Background: an optimization exercise with open tools, aiming at small area and a short achievable clock period. Do not read the settings as production practice.
RTL that was checked went through simulation tests only; none was proved equivalent to the original.
No functional check of the RTL was part of runs 3 to 8.
The flow treats the clock pin as an ideal source. Dropping or thinning the clock tree relies on that and would not hold on a real chip.
Power figures rest on the tool's default switching activity, not on a simulated workload.

**flow/run.sh**
```bash
#!/bin/bash
# Standard ORFS layout, with plain buffers on the ports instead of the
# delay-cell buffers that buffer_ports picks by default.
set -euo pipefail
EXTRA=()
[[ -f flow/extra.mk ]] && while IFS= read -r l; do [[ -n "$l" ]] && EXTRA+=("$l"); done < flow/extra.mk
bash standard.sh "BUFFER_PORTS_ARGS=-buffer_cell sky130_fd_sc_hd__buf_1" "${EXTRA[@]}" finish > flow_standard.log 2>&1
```
**flow/extra.mk**
```make
CTS_ARGS=-sink_clustering_enable -repair_clock_nets -dont_use_dummy_load -sink_clustering_size 24 -sink_clustering_max_diameter 80
```
**standard.sh**
```bash
#!/bin/bash
# synth_recipe.tcl (not shown) runs the flow's synth.tcl, then flattens the netlist and writes it again
# the make line also repeats each setting of config.mk as NAME=value (left out here)
make -C /OpenROAD-flow-scripts/flow DESIGN_CONFIG=/design/flow/config.mk WORK_HOME=/design/flow/orfs CLKGATE_MAP_FILE= SYNTH_SCRIPT=/design/flow/synth_recipe.tcl "${@:-finish}"
```
**config.mk**
```make
export PLATFORM = sky130hd
export DESIGN_NAME = reservation_station
export DESIGN_NICKNAME = reservation_station
export VERILOG_FILES = /design/flow/design.v
export SDC_FILE = /design/flow/constraint.sdc
export NUM_CORES = 4
export LEC_CHECK = 0
export CAP_MARGIN = 20
export CORE_MARGIN = 2
export CORE_UTILIZATION = 65
export PLACE_DENSITY = 0.75
export SETUP_SLACK_MARGIN = 2.3
export SLEW_MARGIN = 20
export TNS_END_PERCENT = 15
```
**constraint.sdc**
```tcl
create_clock -name core_clock -period 4.5 [get_ports {clk}]
set_input_delay 0.9000 -clock core_clock [delete_from_list [all_inputs] [get_ports {clk}]]
set_output_delay 0.9000 -clock core_clock [all_outputs]
set_load 0.01 [all_outputs]
```
**design.v**
```verilog
module reservation_station #(
    parameter RS_SIZE = 8,
    parameter PR_BITS = 6,
    parameter ROB_SIZE = 16,
    parameter ROB_BITS = $clog2(ROB_SIZE)
)(
    input  logic clk,
    input  logic rst,
    input  logic                  dispatch_en,
    input  logic [PR_BITS-1:0]    src1,
    input  logic [PR_BITS-1:0]    src2,
    input  logic [PR_BITS-1:0]    dst,
    input  logic                  src1_ready,
    input  logic                  src2_ready,
    input  logic                  use_imm,
    input  logic [31:0]           imm,
    input  logic [ROB_BITS-1:0]   alloc_rob_idx,
    input  logic                  dispatch_is_branch,
    input  logic [31:0]           dispatch_pc,
    input logic [1:0] dispatch_br_type,
    input  logic                  wb_valid,
    input  logic [PR_BITS-1:0]    wb_phys,
    input  logic                  issue_grant,
    output logic [1:0] issue_br_type,
    output logic                  issue_valid,
    output logic [PR_BITS-1:0]    issue_src1,
    output logic [PR_BITS-1:0]    issue_src2,
    output logic [PR_BITS-1:0]    issue_dst,
    output logic                  issue_use_imm,
    output logic [31:0]           issue_imm,
    output logic                  issue_is_branch,
    output logic [31:0]           issue_pc,
    output logic [ROB_BITS-1:0]   issue_rob_idx,
    output logic [$clog2(RS_SIZE)-1:0] issue_idx,
    output logic                  rs_full
);
    localparam int W = 3*PR_BITS + 1 + 32 + ROB_BITS + 1 + 32 + 2;
    localparam int NSEL = 6;
    logic [W-1:0] din;
    assign din = {src1, src2, dst, use_imm, imm, alloc_rob_idx,
                  dispatch_is_branch, dispatch_pc, dispatch_br_type};
    logic [RS_SIZE-1:0] rs_valid;
    logic [RS_SIZE-1:0] rs_rdy1;    
    logic [RS_SIZE-1:0] rs_rdy2;
    logic [W-1:0]       rs_data [RS_SIZE];
    logic [RS_SIZE-1:0] sel_q [NSEL];
    logic [RS_SIZE-1:0] sel;
    assign sel = sel_q[0];
    logic       valid_q, full_q;
    logic [2:0] idx_q;
    always_ff @(posedge clk) begin
        for (int i = 0; i < RS_SIZE; i++)
            if (!rs_valid[i])
                rs_data[i] <= din;
    end
    logic [RS_SIZE-1:0] free_oh, free_below;
    always_comb begin
        logic all_lower;
        all_lower = 1'b1;
        for (int i = 0; i < RS_SIZE; i++) begin
            free_oh[i]    = !rs_valid[i] && all_lower;
            free_below[i] = !all_lower;
            all_lower     = all_lower && rs_valid[i];
        end
    end
    logic disp_ok, rdy1_in, rdy2_in, disp_rdy;
    assign disp_ok  = dispatch_en && (dst != '0);
    assign rdy1_in  = src1_ready || (src1 == '0);
    assign rdy2_in  = src2_ready || (src2 == '0);
    assign disp_rdy = disp_ok && rdy1_in && rdy2_in;
    logic [RS_SIZE-1:0] keep, ok1, ok2, valid_n, rdy1_n, rdy2_n;
    always_comb begin
        for (int i = 0; i < RS_SIZE; i++) begin
            ok1[i]     = rs_rdy1[i] || (wb_valid && rs_data[i][W-1 -: PR_BITS] == wb_phys);
            ok2[i]     = rs_rdy2[i] || (wb_valid && rs_data[i][W-1-PR_BITS -: PR_BITS] == wb_phys);
            keep[i]    = rs_valid[i] && !(issue_grant && sel[i]);
            valid_n[i] = keep[i] || (disp_ok && free_oh[i]);
            rdy1_n[i]  = rs_valid[i] ? ok1[i] : rdy1_in;
            rdy2_n[i]  = rs_valid[i] ? ok2[i] : rdy2_in;
        end
    end
    logic [RS_SIZE-1:0] sel_n [NSEL];
    always_comb begin
        logic [RS_SIZE-1:0] r;
        logic lower;
        for (int k = 0; k < NSEL; k++) begin
            for (int i = 0; i < RS_SIZE; i++)
                case (k % 3)
                    0:       r[i] = (keep[i] && ok1[i]) && ok2[i];
                    1:       r[i] = keep[i] && (ok1[i] && ok2[i]);
                    default: r[i] = (keep[i] && ok2[i]) && ok1[i];
                endcase
            lower = 1'b0;
            for (int i = 0; i < RS_SIZE; i++) begin
                if (k < 3)
                    sel_n[k][i] = (r[i] && !lower && !(disp_rdy && free_below[i])) ||
                                  (disp_rdy && free_oh[i] && !lower);
                else
                    sel_n[k][i] = !lower && ((r[i] && !(disp_rdy && free_below[i])) ||
                                             (disp_rdy && free_oh[i]));
                lower = lower || r[i];
            end
        end
    end
    always_ff @(posedge clk or posedge rst) begin
        if (rst) begin
            rs_valid <= '0;
            for (int k = 0; k < NSEL; k++) sel_q[k] <= '0;
            valid_q  <= 1'b0;
            idx_q    <= '0;
            full_q   <= 1'b0;
        end else begin
            rs_valid <= valid_n;
            for (int k = 0; k < NSEL; k++) sel_q[k] <= sel_n[k];
            valid_q  <= |sel_n[0];
            idx_q    <= {sel_n[0][4] | sel_n[0][5] | sel_n[0][6] | sel_n[0][7],
                         sel_n[0][2] | sel_n[0][3] | sel_n[0][6] | sel_n[0][7],
                         sel_n[0][1] | sel_n[0][3] | sel_n[0][5] | sel_n[0][7]};
            full_q   <= &valid_n;
        end
    end
    always_ff @(posedge clk) begin
        rs_rdy1 <= rdy1_n;
        rs_rdy2 <= rdy2_n;
    end
    logic [W-1:0] dout;
    always_comb begin
        dout = '0;
        for (int i = 0; i < RS_SIZE; i++)
            for (int b = 0; b < W; b++)
                dout[b] = dout[b] | (sel_q[b % NSEL][i] & rs_data[i][b]);
    end
    assign {issue_src1, issue_src2, issue_dst, issue_use_imm, issue_imm, issue_rob_idx,
            issue_is_branch, issue_pc, issue_br_type} = dout;
    assign issue_valid = valid_q;
    assign issue_idx   = idx_q;
    assign rs_full     = full_q;
endmodule
```
==> results of run 1 <==
[worst max path at each step]
stage / end / slack, ps / depth (start not counted)
final: idx_q[2] / 1740 / 9
after floorplan: valid_q / 1380 / 8
after global routing: issue_pc[23] / 1720 / 4
after CTS: issue_dst[4] / 1780 / 4
after detailed placement: valid_q / 630 / 9
after global placement: valid_q / 710 / 9
[through the flow]
step,utilization,std cells
2_1_floorplan,-,1618
3_5_place_dp,0.6887,2353
4_1_cts,0.7356,2440
5_1_grt,0.7563,2473
6_report,0.7565,2476
3_3_place_gp,0.6887,2353
[repair_timing]
item                                   4_1_cts  5_1_grt
setup buffers                               47       31
endpoints found under the hold margin        0        0
setup endpoints to repair                  251      341
gates resized for setup                    189      170
pin swaps                                   27       37
cloned                                       1        1
[state kept, by name, indices dropped and copies added, names as in the netlist]
register,count
idx_q,3
sel_q,45
valid_q,1
rs_data,720
rs_rdy2,8
rs_valid,8
full_q,1
rs_rdy1,8
[kinds of logic after synthesis]
| group | Yosys count | synth area share |
|---|---|---|
| AOI/OAI and AO/OA | 402 | 0.1044 |
| xor gates and xnor gates | 96 | 0.02900 |
| buffers and inverters | 94 | 0.01359 |
| DFF | 794 | 0.8068 |
| muxes | 12 | 0.004143 |
| and+or+nand+nor | 220 | 0.04203 |
[power by group]
part	switching, mW	internal [mW]
registers	1.62	10.8
logic	4.61	2.59
clock network	2.08	1.56
total	8.32	14.9
[final cells by class]
type,instances,area share
Inverter,9,0.001762
Clock buffer,39,0.02924
Antenna cell,4,0.0002999
Multi-Input combinational cell,730,0.1794
Timing Repair Buffer,308,0.06286
Sequential cell,794,0.7042
Tap cell,592,0.02219
[worst max-delay path: stages]
cell	delay, ps
buf_12	120
or4_4	520
o31ai_4	260
or3_4	200
buf_4	160
nor2_1	60
nor2_2	440
nor4_1	170
or3_1	390
[cell usage after synthesis (5+ instances only)]
master    count
inv_1         9
nor3_1       14
xor2_1       69
and3b_1       7
nor2_1       50
edfxtp_1    720
a41oi_1      10
nor3b_1       6
nor4_1       11
buf_2        12
clkbuf_1     67
a21oi_1       8
mux2i_1      12
nand4_1      95
xnor2_1      27
nand2_1      22
o21ai_0       6
or3_1         5
dfxtp_1      16
a22oi_1     360
dfrtp_1      58
[per-layer routing]
metal,track usage,up-vias
met3,0.07530,177
met2,0.5018,1089
met4,0.1034,10
li1,-,7107
met5,0,-
met1,0.4581,8711
[layout by cell type (no fill, tap or decap), types with 6 or more instances in the layout]
cell type and instances:
xor2_1 57, clkbuf_2 10, nor3_1 9, nand2_1 22
edfxtp_1 720, and3b_1 6, buf_1 135, a22oi_2 57
buf_4 70, buf_2 41, buf_8 6, a22oi_1 303
nor2_1 38, dfrtp_1 14, a21oi_1 7, nand4_1 95
dfxtp_1 16, buf_6 23, clkbuf_16 40, dfrtp_4 23
dfrtp_2 21, a41oi_2 6, xor2_2 8, buf_12 18
mux2i_1 12, nor2_2 7, xnor2_1 25
==> flow_summary.yaml, run 1 <==
outcome:
  outcome: "no timing/DRC/antenna violations"
global_routing:
  antenna_found_initial: 7
  grt_max_degree: 62
  overflow: 0
  grt_first_pass_wirelength_mm: 108.3
  grt_pass1_vias: 16740
  track_usage: 0.3215
final_layout:
  fin_area_um2: 33380
  drive_gt1_frac: 0.2069
  nets: 1985
  seq_area_um2: 23510
  fill_cells: 2544
  multiInputGateArea_um2: 5989
  syn_to_final_growth_pct: 15.13
placed_design:
  dpl.hpwl_mm: 42.43
  pre_cts_ws_ps: 631.3
  routabilityCongestion: 0.9478
  port-buffer-count: 197
  dpl_cell_area_um2: 30390
sta:
  finClkSkew_ps: 49.15
  layout_setup_ws_ps: 1736
  drv_slew: 0
  tightestPinTransition_ps: 1177
  setup_viol: 0
  post-route-period-util: 0.6143
  setup-tns-final_ps: 0
  rsz0062_at_grt: "yes"
  hold_viol: 0
  layout_min_cycle_time_ps: 2764
  max_clock_freq_ghz: 0.3618
  hold_slack_ps: 384.7
  max_slew_margin: 0.2156
clock_tree:
  clk_latency_ps: 600
  tritoncts: "built"
  cts_buffer_depth: 3
  cts_made_buffers: 39
  h-tree-depth: 2
  cts_root_buffer: "clkbuf_16"
  hold_buffers: 0
  clk_pin_slew_worst_paths_ps: 100
  cts.sinks: 794
synth:
  syn_area_um2: 28990
  yosysSeqAreaShare: 0.8068
  yosys.area.top_type: "edfxtp_1"
  synth_edf_count: 720
  yosysWarnings: 4
  syn_nets: 1721
  avgSynthCellArea_um2: 17.92
  yosys_register_bits: 794
  synth.area.top_cells: "edfxtp_1 75%, a22oi_1 9.3%, dfrtp_1 5.0%, xor2_1 2.1%, nand4_1 2.0%"
  synth_top_area_frac: 0.7457
  synth_cell_types: 45
  netlist_instances: 1618
  synth_top_flop_cell: "edfxtp_1"
  async_flop_share: 0.07305
floorplanning:
  core_area_um2: 44120
  start_util: 0.6571
  ioPinCount: 198
  die_x_um: 215.2
  die_y_um: 215.2
  rows: 77
  die-area_um2: 46310
detailed_routing:
  postRouteAntennaNets: 0
  routed_wl_mm: 76.58
  vias: 17090
  wl_met1_mm: 29.01
  wl_met2_mm: 37.09
  route.met3.wl_mm: 8.145
  drtIter0Drc: 2302
  via_per_inst: 6.904
  post_drt_wl_per_cell_um: 30.93
  top_layer_used: "met5"
  drt_first_pass_iters: 5
  drc: 0
worst_setup_path:
  reg2reg_slack_ps: 1980
  worstReg2RegStart: "rs_valid[1]"
  crit_required_ps: 4980
  critPathLaunch: "dst[1]"
  worstPathMaxFanout: 6
  cp-start-kind: "primary input"
  r2r_cells: 3
  critPathKind: "primary input to flip-flop"
  reg2reg_to: "rs_data[1][7]"
  end_kind: "flip-flop"
  worst_ep_arrival_time_ps: 3240
worst_hold_path:
  hold_class: "primary input to asynchronous set/reset pin"
run:
  drv_cap: 0
power_and_ir_drop:
  total_power_mw: 23.25
  irDropWorstVdd_mv: 0.6872
  p_per_area_nw_per_um2: 696.4
  p_leak_nw: 11.11
==> run 2: changes to the inputs <==
==> flow/run.sh (replaced) <==
#!/bin/bash
# Standard ORFS layout, with plain buffers on the ports instead of the
# delay-cell buffers that buffer_ports picks by default, extra settings from
# flow/extra.mk, and flow/post_cts.tcl run at the end of CTS.
set -euo pipefail
EXTRA=()
[[ -f flow/extra.mk ]] && while IFS= read -r l; do [[ -n "$l" ]] && EXTRA+=("$l"); done < flow/extra.mk
bash standard.sh "BUFFER_PORTS_ARGS=-buffer_cell sky130_fd_sc_hd__buf_1" "POST_CTS_TCL=$PWD/flow/post_cts.tcl" "${EXTRA[@]}" finish > flow_standard.log 2>&1
==> flow/post_cts.tcl (new file) <==
set block [ord::get_db_block]
set root [$block findInst clkbuf_0_clk]
if {$root != "NULL"} {
  set in_net [[$root findITerm A] getNet]
  set out_net [[$root findITerm X] getNet]
  set loads {}
  foreach it [$out_net getITerms] {
    if {[$it getInst] != $root} { lappend loads $it }
  }
  if {[llength $loads] <= 4 && [llength [$out_net getBTerms]] == 0} {
    puts "post_cts: removing [$root getName], clock port now feeds [llength $loads] buffers"
    foreach it $loads {
      $it disconnect
      $it connect $in_net
    }
    odb::dbInst_destroy $root
    odb::dbNet_destroy $out_net
    estimate_parasitics -placement
    repair_timing_helper
    detailed_placement
    check_placement -verbose
  } else {
    puts "post_cts: root buffer kept ([llength $loads] loads)"
  }
}
--- a/config.mk
+++ b/config.mk
@@ -11,4 +11,4 @@
 export PLACE_DENSITY = 0.75
 export SETUP_SLACK_MARGIN = 2.3
 export SLEW_MARGIN = 20
-export TNS_END_PERCENT = 15
+export TNS_END_PERCENT = 5
==> flow_summary.yaml, run 2 <==
outcome:
  outcome: "no timing/DRC/antenna violations"
floorplanning:
  die-area_um2: 46310
  start_util: 0.6571
  die_x_um: 215.2
  die_y_um: 215.2
  core_area_um2: 44120
  rows: 77
  ioPinCount: 198
sta:
  layout_setup_ws_ps: 1704
  rsz0062_at_grt: "yes"
  finClkSkew_ps: 27.36
  tightestPinTransition_ps: 1075
  drv_slew: 0
  post-route-period-util: 0.6212
  setup-tns-final_ps: 0
  layout_min_cycle_time_ps: 2796
  hold_viol: 0
  max_clock_freq_ghz: 0.3577
  max_slew_margin: 0.2832
  setup_viol: 0
worst_setup_path:
  cp-start-kind: "primary input"
  end_kind: "flip-flop"
  worstReg2RegStart: "rs_valid[1]"
  reg2reg_slack_ps: 2100
  critPathLaunch: "src1[2]"
  worstPathMaxFanout: 9
  critPathKind: "primary input to flip-flop"
  crit_required_ps: 4760
  worst_ep_arrival_time_ps: 3060
synth:
  yosys.area.top_type: "edfxtp_1"
  synth_top_area_frac: 0.7457
  ys_top_cells_by_count: "720 x edfxtp_1, 360 x a22oi_1, 95 x nand4_1, 69 x xor2_1, 67 x clkbuf_1"
  synth-xor-area-share: 0.02900
  muxShareOfSynthArea: 0.004143
  syn_nets: 1721
  synthSimpleGateAreaFrac: 0.04203
  synth_cell_types: 45
  yosysWarnings: 4
  async_flop_share: 0.07305
  netlist_instances: 1618
  synth_top_family_by_area: "compound AO/OA/AOI/OAI gates"
  synth.most_common_cell: "edfxtp_1"
  yosys_register_bits: 794
  yosysSeqAreaShare: 0.8068
  synth_fa_ha_area_frac: 0
  synth.area.top_cells: "edfxtp_1 75%, a22oi_1 9.3%, dfrtp_1 5.0%, xor2_1 2.1%, nand4_1 2.0%"
  avgSynthCellArea_um2: 17.92
  synth_edf_count: 720
  synth_top_flop_cell: "edfxtp_1"
  synth_compound_area_frac: 0.1044
  syn_area_um2: 28990
clock_tree:
  clk_pin_slew_worst_paths_ps: 90
  cts.sinks: 794
  clk_latency_ps: 400
detailed_routing:
  drc: 0
  routed_wl_mm: 71.80
  via_per_inst: 6.761
  vias: 16680
  drtIter0Drc: 1983
  drt_first_pass_iters: 7
  post_drt_wl_per_cell_um: 29.10
  postRouteAntennaNets: 0
placed_design:
  pre_cts_ws_ps: 688.6
  routabilityCongestion: 0.9611
  port-buffer-count: 197
  dpl.hpwl_mm: 41.19
  dpl_cell_area_um2: 30360
final_layout:
  top_regs: "rs_data (720), sel_q (45)"
  top_register: "rs_data"
  final_common_cell: "edfxtp_1"
  drive_gt1_frac: 0.1432
  largest_register_ffs: 720
  syn_to_final_growth_pct: 12.29
  nets: 1976
  fin_util: 0.7378
  fin_area_um2: 32560
  final_cell_mix: "720 x edfxtp_1, 359 x a22oi_1, 174 x buf_1"
power_and_ir_drop:
  p_leak_nw: 10.84
  p_per_area_nw_per_um2: 684.5
  irDropWorstVdd_mv: 0.5993
global_routing:
  grt_pass1_vias: 15990
  grt_max_degree: 65
  track_usage: 0.3071
  antenna_found_initial: 6
  overflow: 0
  grt_first_pass_wirelength_mm: 104.1
worst_hold_path:
  hold_class: "flip-flop to flip-flop"
  hold_path.startpoint: "rs_rdy2[4]"
run:
  drv_cap: 0
run 2: cell count changes in the layout (fill, tap and decap cells not counted), moves of 10 or more:
cell | before | now
a22oi_1 | 303 | 359
a22oi_2 | 57 | 1
buf_1 | 135 | 174
buf_2 | 41 | 13
dfrtp_2 | 21 | 41
dfrtp_4 | 23 | 4
xor2_1 | 57 | 67
run 2: final cells by class:
cell class,count,area [um^2]
repair inverters,1,5.005
clock buffers,38,950.9
inverters,9,56.30
well taps,592,740.7
repair buffers,299,1804
multi-input cells,730,5530
flip-flops and latches,794,23460
fillers,2689,11570
diodes,4,10.01
run 2: per-stage QoR:
step / power, mW / instances / hold WS, ps
6_report: 22.29 / 2467 / 524.0
2_1_floorplan: 15.27 / 1618 / 467.4
3_5_place_dp: 18.06 / 2350 / 495.0
3_3_place_gp: 17.93 / 2350 / 496.6
5_1_grt: 23.16 / 2464 / 557.5
run 2: logic make-up after synthesis:
logic type	count (synthesis)
AOI/OAI and AO/OA	402
xor gates and xnor gates	96
buffers and inverters	94
and+or+nand+nor	220
muxes	12
DFF	794
run 2: final timing paths:
check | to | cells past startpoint
worst max-delay path | valid_q | 9
worst min-delay path | rs_rdy2[4] | 2
worst max register to register | idx_q[1] | 7
worst min register to register | rs_rdy2[4] | 2
max in group asynchronous | sel_q[4][0] | 3
min in group asynchronous | sel_q[1][2] | 2
run 2: power by group:
part	leakage (nW)	switching, mW	total [mW]	internal (mW)
Sequential	7.94	1.60	12.4	10.8
Combinational	2.43	4.24	6.42	2.18
Clock	0.468	2.00	3.52	1.52
Total	10.8	7.84	22.3	14.4
run 2: critical path: stages:
cell and delay (ps):
buf_1 330, nor4_2 70, a21oi_1 420, or3_4 240, buf_6 100, a21oi_2 30
or3_4 350, or3_4 370, or2_1 240
run 2: layer usage:
metal | wire length, um | global-route usage | part of all wire | vias to the layer above
met1 | 27740 | 0.4455 | 0.39 | 8468
li1 | - | - | - | 7102
met5 | 25 | 0 | 0.00035 | -
met4 | 2631 | 0.1053 | 0.037 | 4
met3 | 7649 | 0.06709 | 0.11 | 156
met2 | 33750 | 0.4720 | 0.47 | 949
==> run 3: changes to the inputs <==
--- a/design.v
+++ b/design.v
@@ -53,14 +53,13 @@
             if (!rs_valid[i])
                 rs_data[i] <= din;
     end
-    logic [RS_SIZE-1:0] free_oh, free_below;
+    logic [RS_SIZE-1:0] free_oh;
     always_comb begin
         logic all_lower;
         all_lower = 1'b1;
         for (int i = 0; i < RS_SIZE; i++) begin
-            free_oh[i]    = !rs_valid[i] && all_lower;
-            free_below[i] = !all_lower;
-            all_lower     = all_lower && rs_valid[i];
+            free_oh[i] = !rs_valid[i] && all_lower;
+            all_lower  = all_lower && rs_valid[i];
         end
     end
     logic disp_ok, rdy1_in, rdy2_in, disp_rdy;
@@ -80,27 +79,52 @@
         end
     end
     logic [RS_SIZE-1:0] sel_n [NSEL];
+    logic [RS_SIZE-1:0] r0, prio_n, prio_d;
     always_comb begin
-        logic [RS_SIZE-1:0] r;
-        logic lower;
+        logic [RS_SIZE-1:0] r, rd, pn, pd;
+        logic lower_n, lower_d;
         for (int k = 0; k < NSEL; k++) begin
-            for (int i = 0; i < RS_SIZE; i++)
+            for (int i = 0; i < RS_SIZE; i++) begin
                 case (k % 3)
                     0:       r[i] = (keep[i] && ok1[i]) && ok2[i];
                     1:       r[i] = keep[i] && (ok1[i] && ok2[i]);
                     default: r[i] = (keep[i] && ok2[i]) && ok1[i];
                 endcase
-            lower = 1'b0;
+                rd[i] = r[i] || free_oh[i];
+            end
+            lower_n = 1'b0;
+            lower_d = 1'b0;
             for (int i = 0; i < RS_SIZE; i++) begin
-                if (k < 3)
-                    sel_n[k][i] = (r[i] && !lower && !(disp_rdy && free_below[i])) ||
-                                  (disp_rdy && free_oh[i] && !lower);
-                else
-                    sel_n[k][i] = !lower && ((r[i] && !(disp_rdy && free_below[i])) ||
-                                             (disp_rdy && free_oh[i]));
-                lower = lower || r[i];
+                if (k < 3) begin
+                    pn[i] = r[i] && !lower_n;
+                    pd[i] = rd[i] && !lower_d;
+                end else begin
+                    pn[i] = !(!r[i] || lower_n);
+                    pd[i] = !(!rd[i] || lower_d);
+                end
+                lower_n = lower_n || r[i];
+                lower_d = lower_d || rd[i];
+            end
+            sel_n[k] = disp_rdy ? pd : pn;
+            if (k == 0) begin
+                r0     = r;
+                prio_n = pn;
+                prio_d = pd;
             end
         end
+    end
+    logic       valid_nq;
+    logic [2:0] idx_nq;
+    always_comb begin
+        logic [2:0] en, ed;
+        en = '0;
+        ed = '0;
+        for (int i = 0; i < RS_SIZE; i++) begin
+            en = en | ({3{prio_n[i]}} & 3'(i));
+            ed = ed | ({3{prio_d[i]}} & 3'(i));
+        end
+        valid_nq = disp_rdy ? ((|r0) || !(&rs_valid)) : (|r0);
+        idx_nq   = disp_rdy ? ed : en;
     end
     always_ff @(posedge clk or posedge rst) begin
         if (rst) begin
@@ -112,10 +136,8 @@
         end else begin
             rs_valid <= valid_n;
             for (int k = 0; k < NSEL; k++) sel_q[k] <= sel_n[k];
-            valid_q  <= |sel_n[0];
-            idx_q    <= {sel_n[0][4] | sel_n[0][5] | sel_n[0][6] | sel_n[0][7],
-                         sel_n[0][2] | sel_n[0][3] | sel_n[0][6] | sel_n[0][7],
-                         sel_n[0][1] | sel_n[0][3] | sel_n[0][5] | sel_n[0][7]};
+            valid_q  <= valid_nq;
+            idx_q    <= idx_nq;
             full_q   <= &valid_n;
         end
     end
==> flow/run.sh (replaced) <==
#!/bin/bash
# Standard ORFS layout, with plain buffers on the ports instead of the
# delay-cell buffers that buffer_ports picks by default.
set -euo pipefail
EXTRA=()
[[ -f flow/extra.mk ]] && while IFS= read -r l; do [[ -n "$l" ]] && EXTRA+=("$l"); done < flow/extra.mk
bash standard.sh "BUFFER_PORTS_ARGS=-buffer_cell sky130_fd_sc_hd__buf_1" "${EXTRA[@]}" finish > flow_standard.log 2>&1
--- a/config.mk
+++ b/config.mk
@@ -9,6 +9,6 @@
 export CORE_MARGIN = 2
 export CORE_UTILIZATION = 65
 export PLACE_DENSITY = 0.75
-export SETUP_SLACK_MARGIN = 2.3
+export SETUP_SLACK_MARGIN = 1.9
 export SLEW_MARGIN = 20
 export TNS_END_PERCENT = 5
removed: flow/post_cts.tcl
==> flow_summary.yaml, run 3 <==
final_layout:
  syn_to_final_growth_pct: 14.57
  largest_register_ffs: 720
  fin_util: 0.7513
  final_cell_mix: "720 x edfxtp_1, 305 x a22oi_1, 162 x buf_1"
  fill_cells: 2556
  drive_gt1_frac: 0.1755
  final_common_cell: "edfxtp_1"
  top_register: "rs_data"
  nets: 1997
  top_regs: "rs_data (720), sel_q (24)"
  stdcell_count: 2486
synth:
  yosysWarnings: 4
  synth_cell_types: 62
  syn_area_um2: 28870
  yosys.area.top_type: "edfxtp_1"
  ys_top_cells_by_count: "720 x edfxtp_1, 360 x a22oi_1, 94 x nand4_1, 75 x clkbuf_1, 63 x xor2_1"
  yosysSeqAreaShare: 0.7920
  synth.area.top_cells: "edfxtp_1 75%, a22oi_1 9.4%, dfrtp_1 3.2%, nand4_1 2.0%, xor2_1 1.9%"
  yosys_register_bits: 773
  synth_edf_count: 720
  avgSynthCellArea_um2: 17.88
  synth.most_common_cell: "edfxtp_1"
  async_flop_share: 0.04787
  synth_top_area_frac: 0.7488
  netlist_instances: 1615
  synth_top_flop_cell: "edfxtp_1"
  syn_nets: 1718
placed_design:
  dpl.hpwl_mm: 39.82
  port-buffer-count: 197
  dp.cells: 2345
  pre_cts_ws_ps: 922.1
  routabilityCongestion: 0.9648
clock_tree:
  h-tree-depth: 2
  clk_pin_slew_worst_paths_ps: 90
  cts_made_buffers: 38
  cts.sinks: 773
  clk_latency_ps: 610
  cts_buffer_depth: 3
  cts_root_buffer: "clkbuf_16"
  tritoncts: "built"
power_and_ir_drop:
  clkPwrFrac: 0.149
  p_leak_nw: 10.93
  p_per_area_nw_per_um2: 721.6
  power_switching_share: 0.3675
  combPwrFrac: 0.353
  irDropWorstVdd_mv: 0.8369
  pwr-share-seq: 0.497
  intPower_mw: 15.10
  power.switching_mw: 8.772
floorplanning:
  rows: 77
  ioPinCount: 198
  start_util: 0.6558
  die-area_um2: 46120
  die_x_um: 214.8
  core_area_um2: 44030
  die_y_um: 214.8
worst_setup_path:
  worst_ep_arrival_time_ps: 1940
  end_kind: "output pin"
  cp-start-kind: "flip-flop"
  critPathKind: "flip-flop to output pin"
  worstPathMaxFanout: 7
  crit_required_ps: 3600
outcome:
  outcome: "no timing/DRC/antenna violations"
detailed_routing:
  drtIter0Drc: 2505
  routed_wl_mm: 77.56
  post_drt_wl_per_cell_um: 31.20
  postRouteAntennaNets: 0
  vias: 17400
  via_per_inst: 7.000
  drc: 0
  drt_first_pass_iters: 6
global_routing:
  grt_pass1_vias: 16870
  antenna_found_initial: 2
  grt_max_degree: 67
  grt_first_pass_wirelength_mm: 110.0
  overflow: 0
  track_usage: 0.3275
run:
  drv_cap: 0
sta:
  rsz0062_at_grt: "yes"
  layout_setup_ws_ps: 1659
  drv_slew: 0
  max_slew_margin: 0.2496
  setup-tns-final_ps: 0
  hold_viol: 0
  tightestPinTransition_ps: 1126
  layout_min_cycle_time_ps: 2841
  finClkSkew_ps: 43.06
  post-route-period-util: 0.6314
  max_clock_freq_ghz: 0.3520
  setup_viol: 0
worst_hold_path:
  hold_class: "primary input to asynchronous set/reset pin"
[run 3: power by group through the flow]
| stage | sequential [mW] | clock, mW | combinational, mW |
|---|---|---|---|
| after floorplan | 11.5 | 0 | 4.16 |
| after global placement | 12.2 | 0 | 6.47 |
| after detailed placement | 12.3 | 0 | 6.51 |
| after CTS | 11.7 | 3.57 | 7.86 |
| after global routing | 12.0 | 3.79 | 8.86 |
| final | 11.9 | 3.56 | 8.43 |
[run 3: timing repair]
action | 4_1_cts | 5_1_grt
setup buffers | 71 | 25
gates resized for setup | 44 | 145
setup endpoints to repair | 104 | 116
pin swaps | 4 | 29
gates cloned | 0 | 5
hold buffers | 0 | 0
[run 3: final timing paths]
check                      slack (ps)        start  depth (start not counted)             to
hold / removal                    380          rst                          3    sel_q[0][7]
max in group asynchronous        3710          rst                          3    sel_q[1][0]
setup / recovery                 1660  sel_q[4][3]                          4  issue_imm[19]
hold reg to reg                   520   rs_rdy2[6]                          2     rs_rdy2[6]
min in group core_clock           520   rs_rdy2[6]                          2     rs_rdy2[6]
setup reg to reg                 1960  sel_q[3][3]                          8       idx_q[1]
[run 3: final cells by class]
class | count | area [um^2] | area share
tap | 592 | 740.7 | 0.02239
antenna | 2 | 5.005 | 0.0001513
clock buffer | 38 | 950.9 | 0.02875
inverter | 12 | 66.31 | 0.002005
sequential | 773 | 22930 | 0.6933
timing repair buffer | 331 | 2521 | 0.07622
multi-input combinational | 738 | 5861 | 0.1772
[run 3: cells by family after synthesis]
family | after synthesis | share of synthesized area
flip-flops | 773 | 0.7920
AO/OA/AOI/OAI | 433 | 0.1155
AND/OR/NAND/NOR | 194 | 0.03887
buffers and inverters | 104 | 0.01850
XOR/XNOR | 96 | 0.02990
multiplexers | 15 | 0.005200
[run 3: stage by stage]
stage	hold WS [ps]	area (um^2)	power (mW)
global route	418.7	33070	24.67
floorplan	467.4	28900	15.67
detailed placement	494.8	30180	18.80
global placement	497.5	30180	18.66
CTS	372.8	32270	23.15
finish	383.2	33080	23.87
[run 3: critical path, stage by stage (launching register included)]
cell and delay, ps:
dfrtp_4 580, buf_12 170, a22oi_1 230, nand4_1 170, buf_2 180
[run 3: metal layers]
layer  track usage  routed length (um)
met5             0                  16
met4        0.1095                2592
met3       0.06256                8576
met1        0.4682               29440
met2        0.5184               36930
==> run 4: changes to the inputs <==
--- a/design.v
+++ b/design.v
@@ -35,7 +35,7 @@
     output logic                  rs_full
 );
     localparam int W = 3*PR_BITS + 1 + 32 + ROB_BITS + 1 + 32 + 2;
-    localparam int NSEL = 6;
+    localparam int NSEL = 3;
     logic [W-1:0] din;
     assign din = {src1, src2, dst, use_imm, imm, alloc_rob_idx,
                   dispatch_is_branch, dispatch_pc, dispatch_br_type};
@@ -95,13 +95,8 @@
             lower_n = 1'b0;
             lower_d = 1'b0;
             for (int i = 0; i < RS_SIZE; i++) begin
-                if (k < 3) begin
-                    pn[i] = r[i] && !lower_n;
-                    pd[i] = rd[i] && !lower_d;
-                end else begin
-                    pn[i] = !(!r[i] || lower_n);
-                    pd[i] = !(!rd[i] || lower_d);
-                end
+                pn[i] = r[i] && !lower_n;
+                pd[i] = rd[i] && !lower_d;
                 lower_n = lower_n || r[i];
                 lower_d = lower_d || rd[i];
             end
--- a/config.mk
+++ b/config.mk
@@ -9,6 +9,6 @@
 export CORE_MARGIN = 2
 export CORE_UTILIZATION = 65
 export PLACE_DENSITY = 0.75
-export SETUP_SLACK_MARGIN = 1.9
+export SETUP_SLACK_MARGIN = 2.3
 export SLEW_MARGIN = 20
 export TNS_END_PERCENT = 5
==> flow_summary.yaml, run 4 <==
outcome:
  outcome: "no timing/DRC/antenna violations"
final_layout:
  drive_gt1_frac: 0.1976
  nets: 1998
  stdcell_count: 2488
  final_cell_mix: "720 x edfxtp_1, 292 x a22oi_1, 140 x buf_1"
  final_common_cell: "edfxtp_1"
  top_register: "rs_data"
  syn_to_final_growth_pct: 14.75
  fin_area_um2: 33090
  largest_register_ffs: 720
  fin_util: 0.7517
  top_regs: "rs_data (720), sel_q (24)"
clock_tree:
  clk_latency_ps: 590
  cts_made_buffers: 38
  h-tree-depth: 2
  cts_root_buffer: "clkbuf_16"
  hold_buffers: 0
  cts_buffer_depth: 3
  clk_pin_slew_worst_paths_ps: 100
  tritoncts: "built"
  cts.sinks: 773
synth:
  synth.most_common_cell: "edfxtp_1"
  yosysSeqAreaShare: 0.7929
  synth_cell_types: 61
  yosys_register_bits: 773
  yosysWarnings: 4
  synth_edf_count: 720
  syn_nets: 1730
  synth.area.top_cells: "edfxtp_1 75%, a22oi_1 9.4%, dfrtp_1 3.2%, nand4_1 2.1%, xor2_1 1.7%"
  synth_top_flop_cell: "edfxtp_1"
  synth_top_area_frac: 0.7497
  yosys.area.top_type: "edfxtp_1"
  netlist_instances: 1627
  syn_area_um2: 28840
  ys_top_cells_by_count: "720 x edfxtp_1, 361 x a22oi_1, 96 x nand4_1, 77 x clkbuf_1, 56 x xor2_1"
  async_flop_share: 0.04787
  avgSynthCellArea_um2: 17.73
sta:
  layout_min_cycle_time_ps: 2799
  tightestPinTransition_ps: 1255
  setup_viol: 0
  hold_viol: 0
  max_clock_freq_ghz: 0.3572
  max_slew_margin: 0.1584
  drv_slew: 0
  finClkSkew_ps: 40.57
  rsz0062_at_grt: "yes"
  post-route-period-util: 0.6221
  setup-tns-final_ps: 0
global_routing:
  grt_first_pass_wirelength_mm: 106.9
  grt_max_degree: 58
  track_usage: 0.3187
  antenna_found_initial: 6
  grt_pass1_vias: 16550
  overflow: 0
worst_setup_path:
  reg2reg_to: "rs_data[3][27]"
  crit_required_ps: 3600
  worstReg2RegStart: "rs_valid[3]"
  critPathKind: "flip-flop to output pin"
  worstPathMaxFanout: 6
  cp_slowest_cell: "dfrtp_2"
  end_kind: "output pin"
  cp-start-kind: "flip-flop"
  reg2reg_slack_ps: 1900
  r2r_cells: 3
  cp_cell_sequence: "buf_12 -> a22oi_2 -> nand4_1 -> buf_2"
  worst_ep_arrival_time_ps: 1900
  critPathLaunch: "sel_q[0][7]"
  crit_path_max_incr_delay_ps: 550
power_and_ir_drop:
  pwr-share-seq: 0.491
  irDropWorstVdd_mv: 0.5950
  intPower_mw: 15.08
  power_switching_share: 0.3662
  p_leak_nw: 10.96
  combPwrFrac: 0.360
  power.switching_mw: 8.712
  p_per_area_nw_per_um2: 718.8
  clkPwrFrac: 0.148
placed_design:
  port-buffer-count: 197
  dpl_cell_area_um2: 30320
  routabilityCongestion: 0.9436
  dp.cells: 2367
  dpl.hpwl_mm: 40.46
detailed_routing:
  via_per_inst: 6.852
  postRouteAntennaNets: 0
  drc: 0
  drt_first_pass_iters: 5
  post_drt_wl_per_cell_um: 30.34
  routed_wl_mm: 75.48
  vias: 17050
  drtIter0Drc: 2250
floorplanning:
  core_area_um2: 44030
  start_util: 0.6550
  die-area_um2: 46070
  ioPinCount: 198
  die_y_um: 214.6
  die_x_um: 214.6
  rows: 77
worst_hold_path:
  hold_class: "primary input to asynchronous set/reset pin"
run:
  drv_cap: 0
## run 4: cells by family (layout without fill, tap and decap cells)
family / Yosys count / after routing / share of synthesized area
XOR/XNOR: 96 / 96 / 0.02915
flip-flops: 773 / 773 / 0.7929
multiplexers: 15 / 15 / 0.005206
AND/OR/NAND/NOR: 196 / 198 / 0.03913
other: 0 / 3 / 0
AO/OA/AOI/OAI: 440 / 440 / 0.1158
buffers and inverters: 107 / 371 / 0.01783
## run 4: worst max path at each step
stage / end / slack, ps / depth (start not counted)
final: issue_dst[0] / 1700 / 4
after detailed placement: idx_q[0] / 970 / 7
after global placement: idx_q[0] / 1030 / 7
after CTS: issue_src1[0] / 1700 / 4
after global routing: issue_imm[15] / 1630 / 4
after floorplan: idx_q[1] / 1570 / 7
## run 4: per-stage QoR
step / hold slack, ps / setup slack, ps / total power, mW
3_5_place_dp: 500.4 / 973.5 / 18.83
2_1_floorplan: 463.3 / 1570 / 15.62
4_1_cts: 407.1 / 1703 / 23.12
3_3_place_gp: 490.0 / 1027 / 18.65
5_1_grt: 458.2 / 1628 / 24.68
6_report: 419.0 / 1701 / 23.79
## run 4: layer usage
metal / GRT usage / routed length, um / part of all wire
met4: 0.09884 / 2082 / 0.028
met3: 0.07050 / 7282 / 0.096
met2: 0.5172 / 37100 / 0.49
met1: 0.4399 / 28970 / 0.38
met5: 0 / 43 / 0.00057
## run 4: critical path, delay by kind of cell (launching register included)
kind	cells	cell delay, ps
flops	1	550
buf+inv	2	410
simple gates	1	200
compound gates	1	160
## run 4: power by group through the flow
stage | logic [mW] | clock network (mW) | registers (mW)
3_3_place_gp | 6.76 | 0 | 11.9
2_1_floorplan | 4.24 | 0 | 11.4
4_1_cts | 7.98 | 3.57 | 11.6
3_5_place_dp | 6.83 | 0 | 12.0
5_1_grt | 9.04 | 3.78 | 11.8
6_report | 8.58 | 3.52 | 11.7
## run 4: layout make-up
| cell class | instances | area [um^2] |
|---|---|---|
| Clock buffer | 38 | 950.9 |
| Tap cell | 592 | 740.7 |
| Multi-Input combinational cell | 749 | 6130 |
| Fill cell | 2643 | 10930 |
| Timing Repair Buffer | 322 | 2286 |
| Sequential cell | 773 | 22910 |
| Inverter | 10 | 65.06 |
| Timing Repair inverter | 1 | 5.005 |
| Antenna cell | 3 | 7.507 |
## run 4: repair_timing
item,CTS,global route
gates resized for setup,133,149
gates cloned,1,7
pin swaps,23,42
endpoints found under the setup margin,325,402
setup buffers,44,28
==> run 5: changes to the inputs <==
--- a/config.mk
+++ b/config.mk
@@ -7,8 +7,8 @@
 export LEC_CHECK = 0
 export CAP_MARGIN = 20
 export CORE_MARGIN = 2
-export CORE_UTILIZATION = 65
-export PLACE_DENSITY = 0.75
+export CORE_UTILIZATION = 75
+export PLACE_DENSITY = 0.85
 export SETUP_SLACK_MARGIN = 2.3
 export SLEW_MARGIN = 20
 export TNS_END_PERCENT = 5
==> flow_summary.yaml, run 5 <==
clock_tree:
  tritoncts: "built"
  hold_buffers: 0
  cts_buffer_depth: 3
  clk_pin_slew_worst_paths_ps: 100
  cts_root_buffer: "clkbuf_16"
  h-tree-depth: 2
  cts.sinks: 773
  clk_latency_ps: 610
  cts_made_buffers: 38
synth:
  avgSynthCellArea_um2: 17.73
  synth.area.top_cells: "edfxtp_1 75%, a22oi_1 9.4%, dfrtp_1 3.2%, nand4_1 2.1%, xor2_1 1.7%"
  yosysWarnings: 4
  netlist_instances: 1627
  synth_edf_count: 720
  async_flop_share: 0.04787
  yosys.area.top_type: "edfxtp_1"
  synth_top_area_frac: 0.7497
  synth_top_flop_cell: "edfxtp_1"
  synth_cell_types: 61
  synth.most_common_cell: "edfxtp_1"
  ys_top_cells_by_count: "720 x edfxtp_1, 361 x a22oi_1, 96 x nand4_1, 77 x clkbuf_1, 56 x xor2_1"
  syn_nets: 1730
  syn_area_um2: 28840
  yosysSeqAreaShare: 0.7929
  yosys_register_bits: 773
detailed_routing:
  postRouteAntennaNets: 0
  via_per_inst: 7.362
  routed_wl_mm: 74.12
  vias: 17440
  post_drt_wl_per_cell_um: 31.29
  drtIter0Drc: 2398
  drt_first_pass_iters: 6
  drc: 0
sta:
  max_slew_margin: 0.2630
  layout_min_cycle_time_ps: 2811
  post-route-period-util: 0.6247
  finClkSkew_ps: 67.14
  hold_slack_ps: 395.4
  tightestPinTransition_ps: 1103
  rsz0062_at_grt: "yes"
  drv_slew: 0
  max_clock_freq_ghz: 0.3557
  setup-tns-final_ps: 0
  setup_viol: 0
  hold_viol: 0
worst_setup_path:
  cp_slowest_cell: "dfrtp_4"
  crit_path_max_incr_delay_ps: 580
  cp_cell_sequence: "buf_16 -> a22oi_1 -> nand4_1 -> buf_1"
  reg2reg_slack_ps: 1830
  cp-start-kind: "flip-flop"
  crit_required_ps: 3600
  r2r_cells: 3
  worstReg2RegStart: "rs_valid[4]"
  reg2reg_to: "rs_data[4][4]"
  end_kind: "output pin"
  critPathKind: "flip-flop to output pin"
  worst_ep_arrival_time_ps: 1910
  worstPathMaxFanout: 15
worst_hold_path:
  hold_class: "primary input to asynchronous set/reset pin"
final_layout:
  nets: 1957
  top_register: "rs_data"
  final_common_cell: "edfxtp_1"
  fin_area_um2: 32300
  top_regs: "rs_data (720), sel_q (24)"
  final_cell_mix: "720 x edfxtp_1, 323 x a22oi_1, 171 x buf_1"
  syn_to_final_growth_pct: 12.00
  drive_gt1_frac: 0.1339
  largest_register_ffs: 720
floorplanning:
  ioPinCount: 198
  die_y_um: 200.1
  rows: 71
  core_area_um2: 37760
  die-area_um2: 40040
  start_util: 0.7639
  die_x_um: 200.1
placed_design:
  dpl_cell_area_um2: 30190
  dpl.hpwl_mm: 39.79
  port-buffer-count: 197
  routabilityCongestion: 0.9701
outcome:
  outcome: "no timing/DRC/antenna violations"
global_routing:
  overflow: 0
  grt_first_pass_wirelength_mm: 105.8
  grt_pass1_vias: 17280
  grt_max_degree: 94
  antenna_found_initial: 7
  track_usage: 0.3724
power_and_ir_drop:
  p_leak_nw: 10.61
  irDropWorstVdd_mv: 0.6045
  p_per_area_nw_per_um2: 721.8
  total_power_mw: 23.32
run:
  drv_cap: 0
==> run 5: cell types whose count changed in the layout (fill, tap and decap cells not counted), sizes merged <==
| cell | previous run | this run |
|---|---|---|
| buf | 304 | 271 |
| clkbuf | 56 | 51 |
| diode | 3 | 6 |
| or3 | 6 | 4 |
| clkinvlp | 7 | 6 |
==> run 5: metal layers <==
metal	GRT usage	wire [um]	vias up
met2	0.5988	36420	1371
li1	-	-	7145
met5	0	20	-
met1	0.4919	25470	8683
met4	0.1805	3303	4
met3	0.08518	8905	237
==> run 5: area by class of cell <==
| cell class | instances | area, um^2 |
|---|---|---|
| timing repair buffer | 284 | 1898 |
| inverter | 10 | 65.06 |
| sequential | 773 | 22910 |
| multi-input combinational | 747 | 5818 |
| antenna | 6 | 15.01 |
| clock buffer | 38 | 950.9 |
| tap | 511 | 639.4 |
| fill | 1631 | 5454 |
==> run 5: power by group <==
group	switching, mW	internal, mW	total (mW)	leakage [nW]
registers	1.08	10.7	11.7	7.69
clock network	2.02	1.52	3.53	0.468
logic	5.46	2.57	8.04	2.45
==> run 5: worst max path at each step <==
stage                      end   startpoint  slack [ps]
6_report          issue_pc[19]  sel_q[0][3]        1690
4_1_cts           issue_pc[22]  sel_q[0][3]        1730
3_3_place_gp          idx_q[0]       dst[1]        1110
2_1_floorplan         idx_q[1]  rs_valid[4]        1570
3_5_place_dp          idx_q[2]   wb_phys[4]         990
5_1_grt        issue_is_branch  sel_q[1][6]        1650
==> run 5: cell families (layout without fill, tap and decap cells) <==
logic type,Yosys count,in the layout,share of synthesized area
flip-flops,773,773,0.7929
AO/OA/AOI/OAI,440,440,0.1158
XOR/XNOR,96,96,0.02915
multiplexers,15,15,0.005206
buffers and inverters,107,332,0.01783
other,0,6,0
AND/OR/NAND/NOR,196,196,0.03913
==> run 5: per-stage QoR <==
stage | util | std cells | worst slack (ps)
after floorplan | - | 1627 | 1570
after global placement | 0.7997 | 2283 | 1106
after detailed placement | 0.7997 | 2283 | 993.2
after CTS | 0.8437 | 2355 | 1726
after global routing | 0.8554 | 2367 | 1654
final | 0.8555 | 2369 | 1689
==> run 5: repair_timing <==
item                                    CTS  global route
endpoints found under the setup margin  245           288
gates cloned                              0             1
resized for setup                        75           101
buffers inserted                         34             7
pin swaps                                 8            13
==> run 5: critical path, delay by kind of cell (launching register included) <==
family                 cells  cell delay (ps)
AOI/OAI and AO/OA          1              180
buffers and inverters      2              350
DFF                        1              580
and+or+nand+nor            1              150
==> run 6: changes to the inputs <==
--- a/design.v
+++ b/design.v
@@ -35,7 +35,7 @@
     output logic                  rs_full
 );
     localparam int W = 3*PR_BITS + 1 + 32 + ROB_BITS + 1 + 32 + 2;
-    localparam int NSEL = 3;
+    localparam int NSEL = 6;
     logic [W-1:0] din;
     assign din = {src1, src2, dst, use_imm, imm, alloc_rob_idx,
                   dispatch_is_branch, dispatch_pc, dispatch_br_type};
@@ -53,13 +53,14 @@
             if (!rs_valid[i])
                 rs_data[i] <= din;
     end
-    logic [RS_SIZE-1:0] free_oh;
+    logic [RS_SIZE-1:0] free_oh, free_below;
     always_comb begin
         logic all_lower;
         all_lower = 1'b1;
         for (int i = 0; i < RS_SIZE; i++) begin
-            free_oh[i] = !rs_valid[i] && all_lower;
-            all_lower  = all_lower && rs_valid[i];
+            free_oh[i]    = !rs_valid[i] && all_lower;
+            free_below[i] = !all_lower;
+            all_lower     = all_lower && rs_valid[i];
         end
     end
     logic disp_ok, rdy1_in, rdy2_in, disp_rdy;
@@ -78,6 +79,11 @@
             rdy2_n[i]  = rs_valid[i] ? ok2[i] : rdy2_in;
         end
     end
+    function automatic logic lower_below(input logic [RS_SIZE-1:0] v, input int n);
+        lower_below = 1'b0;
+        for (int j = 0; j < RS_SIZE; j++)
+            if (j < n) lower_below = lower_below || v[j];
+    endfunction
     logic [RS_SIZE-1:0] sel_n [NSEL];
     logic [RS_SIZE-1:0] r0, prio_n, prio_d;
     always_comb begin
@@ -100,7 +106,12 @@
                 lower_n = lower_n || r[i];
                 lower_d = lower_d || rd[i];
             end
-            sel_n[k] = disp_rdy ? pd : pn;
+            if (k < 3)
+                sel_n[k] = disp_rdy ? pd : pn;
+            else
+                for (int i = 0; i < RS_SIZE; i++)
+                    sel_n[k][i] = (pn[i] && !(disp_rdy && free_below[i])) ||
+                                  (disp_rdy && free_oh[i] && (pn[i] || !lower_below(r, i)));
             if (k == 0) begin
                 r0     = r;
                 prio_n = pn;
--- a/config.mk
+++ b/config.mk
@@ -7,8 +7,8 @@
 export LEC_CHECK = 0
 export CAP_MARGIN = 20
 export CORE_MARGIN = 2
-export CORE_UTILIZATION = 75
-export PLACE_DENSITY = 0.85
+export CORE_UTILIZATION = 65
+export PLACE_DENSITY = 0.75
 export SETUP_SLACK_MARGIN = 2.3
 export SLEW_MARGIN = 20
 export TNS_END_PERCENT = 5
==> flow_summary.yaml, run 6 <==
synth:
  yosys.area.top_type: "edfxtp_1"
  async_flop_share: 0.07654
  netlist_instances: 1646
  ys_top_cells_by_count: "720 x edfxtp_1, 361 x a22oi_1, 95 x nand4_1, 74 x xor2_1, 61 x dfrtp_1"
  synth_top_flop_cell: "edfxtp_1"
  avgSynthCellArea_um2: 17.89
  syn_area_um2: 29440
  synth.area.top_cells: "edfxtp_1 73%, a22oi_1 9.2%, dfrtp_1 5.2%, xor2_1 2.2%, nand4_1 2.0%"
  synth_top_area_frac: 0.7343
  synth_cell_types: 58
  synth.most_common_cell: "edfxtp_1"
  syn_nets: 1749
  synth_edf_count: 720
  yosys_register_bits: 797
  yosysSeqAreaShare: 0.7970
  yosysWarnings: 4
global_routing:
  grt_max_degree: 71
  antenna_found_initial: 5
  overflow: 0
  grt_pass1_vias: 17000
  grt_first_pass_wirelength_mm: 110.9
  track_usage: 0.3240
detailed_routing:
  vias: 17410
  routed_wl_mm: 76.37
  drc: 0
  drtIter0Drc: 2230
  via_per_inst: 6.918
  post_drt_wl_per_cell_um: 30.35
  postRouteAntennaNets: 0
  drt_first_pass_iters: 6
power_and_ir_drop:
  p_leak_nw: 11.10
  p_per_area_nw_per_um2: 696.5
  irDropWorstVdd_mv: 0.6062
clock_tree:
  cts.sinks: 797
  clk_pin_slew_worst_paths_ps: 70
  cts_root_buffer: "clkbuf_16"
  clk_latency_ps: 590
  hold_buffers: 0
  cts_buffer_depth: 3
  tritoncts: "built"
  cts_made_buffers: 40
  h-tree-depth: 2
sta:
  max_clock_freq_ghz: 0.3632
  finClkSkew_ps: 31.19
  hold_slack_ps: 522.2
  layout_setup_ws_ps: 1747
  setup-tns-final_ps: 0
  drv_slew: 0
  tightestPinTransition_ps: 1092
  post-route-period-util: 0.6118
  setup_viol: 0
  rsz0062_at_grt: "yes"
  layout_min_cycle_time_ps: 2753
  hold_viol: 0
  max_slew_margin: 0.2720
worst_setup_path:
  worst_ep_arrival_time_ps: 1850
  critPathLaunch: "sel_q[0][4]"
  worstPathMaxFanout: 16
  crit_required_ps: 3600
  crit_path_max_incr_delay_ps: 620
  cp-start-kind: "flip-flop"
  cp_slowest_cell: "dfrtp_2"
  critPathKind: "flip-flop to output pin"
  end_kind: "output pin"
  cp_cell_sequence: "a22oi_2 -> nand4_1 -> buf_2"
  worstReg2RegStart: "sel_q[0][3]"
final_layout:
  nets: 2025
  fin_area_um2: 33430
  stdcell_count: 2516
  top_regs: "rs_data (720), sel_q (48)"
  final_cell_mix: "720 x edfxtp_1, 338 x a22oi_1, 167 x buf_1"
  seq_area_um2: 23550
  top_register: "rs_data"
  multiInputGateArea_um2: 6106
  fill_cells: 2661
  final_common_cell: "edfxtp_1"
  drive_gt1_frac: 0.1729
  largest_register_ffs: 720
  syn_to_final_growth_pct: 13.53
worst_hold_path:
  hold_class: "flip-flop to flip-flop"
  hold_path.startpoint: "rs_rdy2[4]"
floorplanning:
  die_y_um: 216.8
  ioPinCount: 198
  die-area_um2: 47020
  core_area_um2: 44510
  start_util: 0.6615
  rows: 77
  die_x_um: 216.8
placed_design:
  port-buffer-count: 197
  dpl.hpwl_mm: 43.39
  dp.cells: 2386
  dpl_cell_area_um2: 30920
  routabilityCongestion: 0.9312
  pre_cts_ws_ps: 716.9
run:
  drv_cap: 0
outcome:
  outcome: "no timing/DRC/antenna violations"
==> run 6: cell types whose count changed after synthesis, sizes merged, moves of 6 or more <==
cell and change:
o2111a +6, o21ai -7, a21oi +11, nor2 +10
xnor2 -18, nor3 +13, dfrtp +24, xor2 +18
clkbuf -19, a2111oi +6
==> run 6: timing repair <==
action,CTS,global route
cloned,2,0
buffers inserted,61,23
gates resized for setup,157,61
pin swaps,22,22
endpoints found under the setup margin,237,320
==> run 6: worst paths after layout <==
path	to	slack (ps)	cells after the start
hold reg to reg	rs_rdy2[4]	520	2
setup / recovery	issue_src1[0]	1750	3
min in group asynchronous	sel_q[4][1]	530	2
max in group asynchronous	sel_q[0][5]	3080	3
setup reg to reg	sel_q[0][3]	1820	7
hold / removal	rs_rdy2[4]	520	2
==> run 6: kinds of logic (layout without fill, tap and decap cells) <==
kind of cell              count (synthesis)  in the layout  synth area share
buffers and inverters                    85            359           0.01407
muxes                                    12             12          0.004080
DFF                                     797            797            0.7970
AOI/OAI and AO/OA                       441            441            0.1146
and+or+nand+nor                         215            215           0.04169
xor gates and xnor gates                 96             96           0.02856
other                                     0              4                 0
==> run 6: cell type report <==
type / count / area share
clock buffers: 40 / 0.02995
repair buffers: 310 / 0.05802
well taps: 592 / 0.02216
diodes: 4 / 0.0002995
inverters: 9 / 0.002471
multi-input cells: 764 / 0.1827
flip-flops and latches: 797 / 0.7044
==> run 6: worst max-delay path, delay by kind of cell, from the launching register on <==
kind                   cells  cell delay, ps
buffers and inverters      1             210
AND/OR/NAND/NOR            1             200
flip-flops                 1             620
AO/OA/AOI/OAI              1             240
==> run 6: report_power, final <==
| part | switching, mW | internal (mW) |
|---|---|---|
| clock network | 2.08 | 1.59 |
| registers | 1.65 | 11.0 |
| logic | 4.64 | 2.36 |
| total | 8.37 | 14.9 |
==> run 6: stage by stage <==
| step | utilization | total power, mW |
|---|---|---|
| final | 0.7510 | 23.28 |
| after CTS | 0.7415 | 22.95 |
| after global routing | 0.7509 | 24.18 |
| after detailed placement | 0.6947 | 18.71 |
| after floorplan | - | 15.68 |
| after global placement | 0.6947 | 18.54 |
==> run 6: per-layer routing <==
layer	part of all wire	global-route usage	vias up	wire [um]
met3	0.097	0.05632	152	7401
met2	0.48	0.5067	1011	36570
met1	0.38	0.4681	8907	29350
met5	0.00051	0	-	39
li1	-	-	7329	-
met4	0.039	0.1203	6	3015
==> run 7: changes to the inputs <==
--- a/config.mk
+++ b/config.mk
@@ -7,8 +7,8 @@
 export LEC_CHECK = 0
 export CAP_MARGIN = 20
 export CORE_MARGIN = 2
-export CORE_UTILIZATION = 65
-export PLACE_DENSITY = 0.75
+export CORE_UTILIZATION = 75
+export PLACE_DENSITY = 0.85
 export SETUP_SLACK_MARGIN = 2.3
 export SLEW_MARGIN = 20
 export TNS_END_PERCENT = 5
==> flow_summary.yaml, run 7 <==
outcome:
  outcome: "no timing/DRC/antenna violations"
final_layout:
  largest_register_ffs: 720
  syn_to_final_growth_pct: 14.19
  drive_gt1_frac: 0.2029
  nets: 2027
  top_regs: "rs_data (720), sel_q (48)"
  final_cell_mix: "720 x edfxtp_1, 301 x a22oi_1, 149 x buf_1"
  top_register: "rs_data"
  final_common_cell: "edfxtp_1"
sta:
  layout_min_cycle_time_ps: 2799
  hold_viol: 0
  tightestPinTransition_ps: 1125
  rsz0062_at_grt: "yes"
  setup-tns-final_ps: 0
  post-route-period-util: 0.6219
  layout_setup_ws_ps: 1701
  finClkSkew_ps: 26.63
  max_clock_freq_ghz: 0.3573
  drv_slew: 0
  max_slew_margin: 0.2503
  setup_viol: 0
power_and_ir_drop:
  intPower_mw: 14.98
  p_per_area_nw_per_um2: 698.7
  power_switching_share: 0.3623
  clkPwrFrac: 0.154
  pwr-share-seq: 0.538
  irDropWorstVdd_mv: 0.7297
  combPwrFrac: 0.308
  p_leak_nw: 11.19
  power.switching_mw: 8.510
floorplanning:
  ioPinCount: 198
  start_util: 0.7601
  rows: 72
  die-area_um2: 40860
  die_y_um: 202.1
  die_x_um: 202.1
  core_area_um2: 38740
worst_setup_path:
  critPathKind: "flip-flop to output pin"
  cp_num_buf_inv: 2
  cp-start-kind: "flip-flop"
  r2r_cells: 8
  cp_slowest_cell: "dfrtp_4"
  reg2reg_to: "idx_q[0]"
  reg2reg_slack_ps: 1900
  crit_family: "flip-flops"
  crit_required_ps: 3600
  worstReg2RegStart: "rs_data[0][80]"
  cp_cell_sequence: "buf_12 -> a22oi_2 -> nand4_1 -> buf_2"
  crit_path_max_incr_delay_ps: 580
  end_kind: "output pin"
  worst_ep_arrival_time_ps: 1900
  worstPathMaxFanout: 7
clock_tree:
  cts.sinks: 797
  cts_buffer_depth: 3
  cts_root_buffer: "clkbuf_16"
  h-tree-depth: 2
  clk_latency_ps: 580
  clk_pin_slew_worst_paths_ps: 90
  cts_made_buffers: 39
  tritoncts: "built"
  hold_buffers: 0
synth:
  avgSynthCellArea_um2: 17.89
  synth_edf_count: 720
  netlist_instances: 1646
  ys_top_cells_by_count: "720 x edfxtp_1, 361 x a22oi_1, 95 x nand4_1, 74 x xor2_1, 61 x dfrtp_1"
  synth_top_flop_cell: "edfxtp_1"
  synth_top_area_frac: 0.7343
  synth.area.top_cells: "edfxtp_1 73%, a22oi_1 9.2%, dfrtp_1 5.2%, xor2_1 2.2%, nand4_1 2.0%"
  async_flop_share: 0.07654
  yosys_register_bits: 797
  yosys.area.top_type: "edfxtp_1"
  syn_nets: 1749
  syn_area_um2: 29440
  yosysSeqAreaShare: 0.7970
  yosysWarnings: 4
  synth.most_common_cell: "edfxtp_1"
  synth_cell_types: 58
detailed_routing:
  postRouteAntennaNets: 0
  drt_first_pass_iters: 6
  vias: 17940
  via_per_inst: 7.345
  post_drt_wl_per_cell_um: 32.03
  drtIter0Drc: 2103
  drc: 0
  routed_wl_mm: 78.25
placed_design:
  routabilityCongestion: 0.9861
  port-buffer-count: 197
  pre_cts_ws_ps: 725.9
  dpl.hpwl_mm: 43.08
run:
  drv_cap: 0
global_routing:
  track_usage: 0.3793
  antenna_found_initial: 4
  grt_first_pass_wirelength_mm: 112.1
  grt_pass1_vias: 17420
  grt_max_degree: 64
  overflow: 0
worst_hold_path:
  hold_class: "primary input to asynchronous set/reset pin"
run 7: cell counts after synthesis:
Identical to the previous run, type by type.
run 7: worst max path at each step:
stage	cells after the start	endpoint	from	slack (ps)
6_report	4	issue_imm[10]	sel_q[1][4]	1700
5_1_grt	4	issue_imm[10]	sel_q[1][2]	1700
4_1_cts	4	issue_pc[11]	sel_q[1][2]	1820
3_5_place_dp	9	idx_q[0]	wb_phys[3]	730
3_3_place_gp	9	idx_q[0]	wb_phys[3]	700
2_1_floorplan	7	idx_q[0]	dst[1]	1560
run 7: stage by stage:
stage               instances  total power [mW]  utilization  instance area [um^2]  hold WS, ps
finish                   2443             23.49       0.8679                 33620        422.2
global route             2441             24.22       0.8678                 33620        456.4
CTS                      2430             23.03       0.8604                 33330        411.4
detailed placement       2313             18.55       0.7954                 30810        498.3
global placement         2313             18.33       0.7954                 30810        488.5
floorplan                1646             15.68            -                 29620        467.4
run 7: routing by layer:
layer	share of wire	track usage	vias up	routed length [um]
li1	-	-	7311	-
met1	0.34	0.5310	8908	26690
met2	0.48	0.5930	1463	37690
met3	0.13	0.08272	255	9908
met4	0.050	0.1637	6	3917
met5	0.00052	0	-	41
run 7: repair_timing:
item	in CTS	in global routing
setup buffers	76	10
resized for setup	261	45
endpoints found under the setup margin	299	411
pin swaps	40	13
cloned	2	0
run 7: power groups by stage:
stage	Combinational (mW)	Clock (mW)	Sequential, mW
6_report	7.23	3.61	12.6
5_1_grt	7.60	3.83	12.8
4_1_cts	6.92	3.59	12.5
3_5_place_dp	5.87	0	12.7
3_3_place_gp	5.78	0	12.6
2_1_floorplan	3.87	0	11.8
run 7: cell type report:
class	instances	area, um^2
fill	1578	5116
inverter	9	68.82
timing repair buffer	313	2072
sequential	797	23580
antenna	3	7.507
multi-input combinational	764	6271
tap	518	648.1
clock buffer	39	975.9
run 7: kinds of logic (layout without fill, tap and decap cells):
kind of cell	after synthesis	after routing	share of synthesized area
AOI/OAI and AO/OA	441	441	0.1146
other	0	3	0
xor gates and xnor gates	96	96	0.02856
DFF	797	797	0.7970
muxes	12	12	0.004080
and+or+nand+nor	215	215	0.04169
buffers and inverters	85	361	0.01407
==> run 8: changes to the inputs <==
--- a/design.v
+++ b/design.v
@@ -156,7 +156,7 @@
         dout = '0;
         for (int i = 0; i < RS_SIZE; i++)
             for (int b = 0; b < W; b++)
-                dout[b] = dout[b] | (sel_q[b % NSEL][i] & rs_data[i][b]);
+                dout[b] = dout[b] | (sel_q[b * NSEL / W][i] & rs_data[i][b]);
     end
     assign {issue_src1, issue_src2, issue_dst, issue_use_imm, issue_imm, issue_rob_idx,
             issue_is_branch, issue_pc, issue_br_type} = dout;
==> flow_summary.yaml, run 8 <==
detailed_routing:
  drt_first_pass_iters: 6
  routed_wl_mm: 77.41
  postRouteAntennaNets: 0
  vias: 18000
  drtIter0Drc: 2715
  drc: 0
  via_per_inst: 7.461
  post_drt_wl_per_cell_um: 32.10
global_routing:
  use_met3: 0.08304
  grt_max_degree: 70
  overflow: 0
  grt_util_met2: 0.5900
  grt_pass1_vias: 17720
  antenna_found_initial: 6
  grt_first_pass_wirelength_mm: 109.4
  grt_use_met1: 0.4934
  top_usage_layer: "met2"
  track_usage: 0.3672
synth:
  synth_cell_types: 58
  synth_top_area_frac: 0.7343
  async_flop_share: 0.07654
  ys_top_cells_by_count: "720 x edfxtp_1, 361 x a22oi_1, 95 x nand4_1, 74 x xor2_1, 61 x dfrtp_1"
  netlist_instances: 1646
  yosys.area.top_type: "edfxtp_1"
  yosys_register_bits: 797
  avgSynthCellArea_um2: 17.89
  synth.most_common_cell: "edfxtp_1"
  syn_nets: 1749
  synth_top_flop_cell: "edfxtp_1"
  yosysSeqAreaShare: 0.7970
  yosysWarnings: 4
  synth_edf_count: 720
  syn_area_um2: 29440
  synth.area.top_cells: "edfxtp_1 73%, a22oi_1 9.2%, dfrtp_1 5.2%, xor2_1 2.2%, nand4_1 2.0%"
power_and_ir_drop:
  total_power_mw: 23.20
  power.switching_mw: 8.474
  p_leak_nw: 10.86
  pwr-share-seq: 0.546
  combPwrFrac: 0.295
  irDropWorstVdd_mv: 0.5934
  power_switching_share: 0.3652
  clkPwrFrac: 0.158
  intPower_mw: 14.73
  p_per_area_nw_per_um2: 704.2
clock_tree:
  cts.sinks: 797
  clk_latency_ps: 600
  cts_buffer_depth: 3
  hold_buffers: 0
  cts_root_buffer: "clkbuf_16"
  clk_pin_slew_worst_paths_ps: 100
  h-tree-depth: 2
  tritoncts: "built"
  cts_made_buffers: 39
worst_setup_path:
  crit_path_max_incr_delay_ps: 580
  cp_cell_sequence: "a22oi_1 -> nand4_1 -> buf_1"
  critPathLaunch: "sel_q[1][2]"
  worstPathMaxFanout: 15
  crit_required_ps: 3600
  cp_slowest_cell: "dfrtp_2"
  reg2reg_to: "sel_q[1][7]"
  cp-start-kind: "flip-flop"
  worst_ep_arrival_time_ps: 1930
  critPathKind: "flip-flop to output pin"
  end_kind: "output pin"
  reg2reg_slack_ps: 1750
  r2r_cells: 7
  worstReg2RegStart: "sel_q[0][3]"
sta:
  rsz0062_at_grt: "yes"
  post-route-period-util: 0.6280
  layout_min_cycle_time_ps: 2826
  setup-tns-final_ps: 0
  max_slew_margin: 0.2738
  drv_slew: 0
  setup_viol: 0
  tightestPinTransition_ps: 1089
  max_clock_freq_ghz: 0.3539
  finClkSkew_ps: 90.62
  hold_viol: 0
floorplanning:
  ioPinCount: 198
  start_util: 0.7601
  rows: 72
  die_y_um: 202.1
  die-area_um2: 40860
  die_x_um: 202.1
  core_area_um2: 38740
final_layout:
  fin_util: 0.8505
  multiInputGateArea_um2: 5984
  final_cell_mix: "720 x edfxtp_1, 315 x a22oi_1, 170 x buf_1"
  final_common_cell: "edfxtp_1"
  fin_area_um2: 32950
  nets: 1994
  fill_cells: 1691
  largest_register_ffs: 720
  top_register: "rs_data"
  seq_area_um2: 23590
  drive_gt1_frac: 0.1578
  syn_to_final_growth_pct: 11.90
  top_regs: "rs_data (720), sel_q (48)"
worst_hold_path:
  hold_class: "primary input to asynchronous set/reset pin"
outcome:
  outcome: "no timing/DRC/antenna violations"
placed_design:
  dpl_cell_area_um2: 30790
  routabilityCongestion: 0.9544
  dpl.hpwl_mm: 40.34
  port-buffer-count: 197
run:
  drv_cap: 0
run 8: cell counts after synthesis:
Identical to the previous run, type by type.
run 8: cell families (layout without fill, tap and decap cells):
kind of cell    count (synthesis)  count (layout)  synth area share
compound gates                441             441            0.1146
xor+xnor                       96              96           0.02856
buf+inv                        85             327           0.01407
flops                         797             797            0.7970
mux                            12              12          0.004080
other cells                     0               5                 0
simple gates                  215             216           0.04169
run 8: area by class of cell:
cell class | instances | area share
Sequential cell | 797 | 0.7159
Multi-Input combinational cell | 765 | 0.1816
Timing Repair Buffer | 279 | 0.05096
Clock buffer | 39 | 0.02962
Tap cell | 518 | 0.01967
Inverter | 9 | 0.001861
Antenna cell | 5 | 0.0003798
run 8: power groups by stage:
stage	clock network (mW)	registers, mW	logic, mW
floorplan	0	11.8	3.87
global placement	0	12.6	5.68
detailed placement	0	12.7	5.79
CTS	3.62	12.5	6.41
global route	3.88	12.8	7.24
finish	3.68	12.7	6.85
run 8: worst max-delay path, delay by kind of cell (launching register included):
kind | cells | cell delay (ps)
buf+inv | 1 | 190
simple gates | 1 | 220
flops | 1 | 580
compound gates | 1 | 350
run 8: metrics by stage:
stage               hold WS (ps)  setup slack (ps)  std cells
floorplan                  467.4              1562       1646
global placement           522.8             615.9       2309
detailed placement         524.4             530.1       2309
CTS                        316.5              1770       2389
global route               358.0              1634       2411
finish                     310.7              1674       2412
run 8: worst max path at each step:
stage	endpoint	slack, ps	cells past startpoint
2_1_floorplan	idx_q[0]	1560	7
3_3_place_gp	idx_q[0]	620	9
3_5_place_dp	idx_q[0]	530	9
4_1_cts	issue_src2[3]	1770	4
5_1_grt	issue_pc[27]	1630	3
6_report	issue_pc[27]	1670	3
run 8: layer usage:
layer / part of all wire / up-vias
met4: 0.045 / 4
li1: - / 7262
met3: 0.12 / 251
met1: 0.34 / 8990
met2: 0.49 / 1489
met5: 0.00032 / -
run 8: timing repair:
item                                    4_1_cts  5_1_grt
hold endpoints to repair                      0        0
setup buffers                                40       18
endpoints found under the setup margin      292      375
gates cloned                                  1        0
gates resized for setup                     128       66
pin swaps                                    21       18

Check on run 8: ideal ports give 1.674 ns setup slack; a clkbuf_16 on the clock port and buf_2 on the inputs give 1.618 ns; moving port delays by the midpoint clock arrival (0.611 ns) as well gives 1.101 ns.
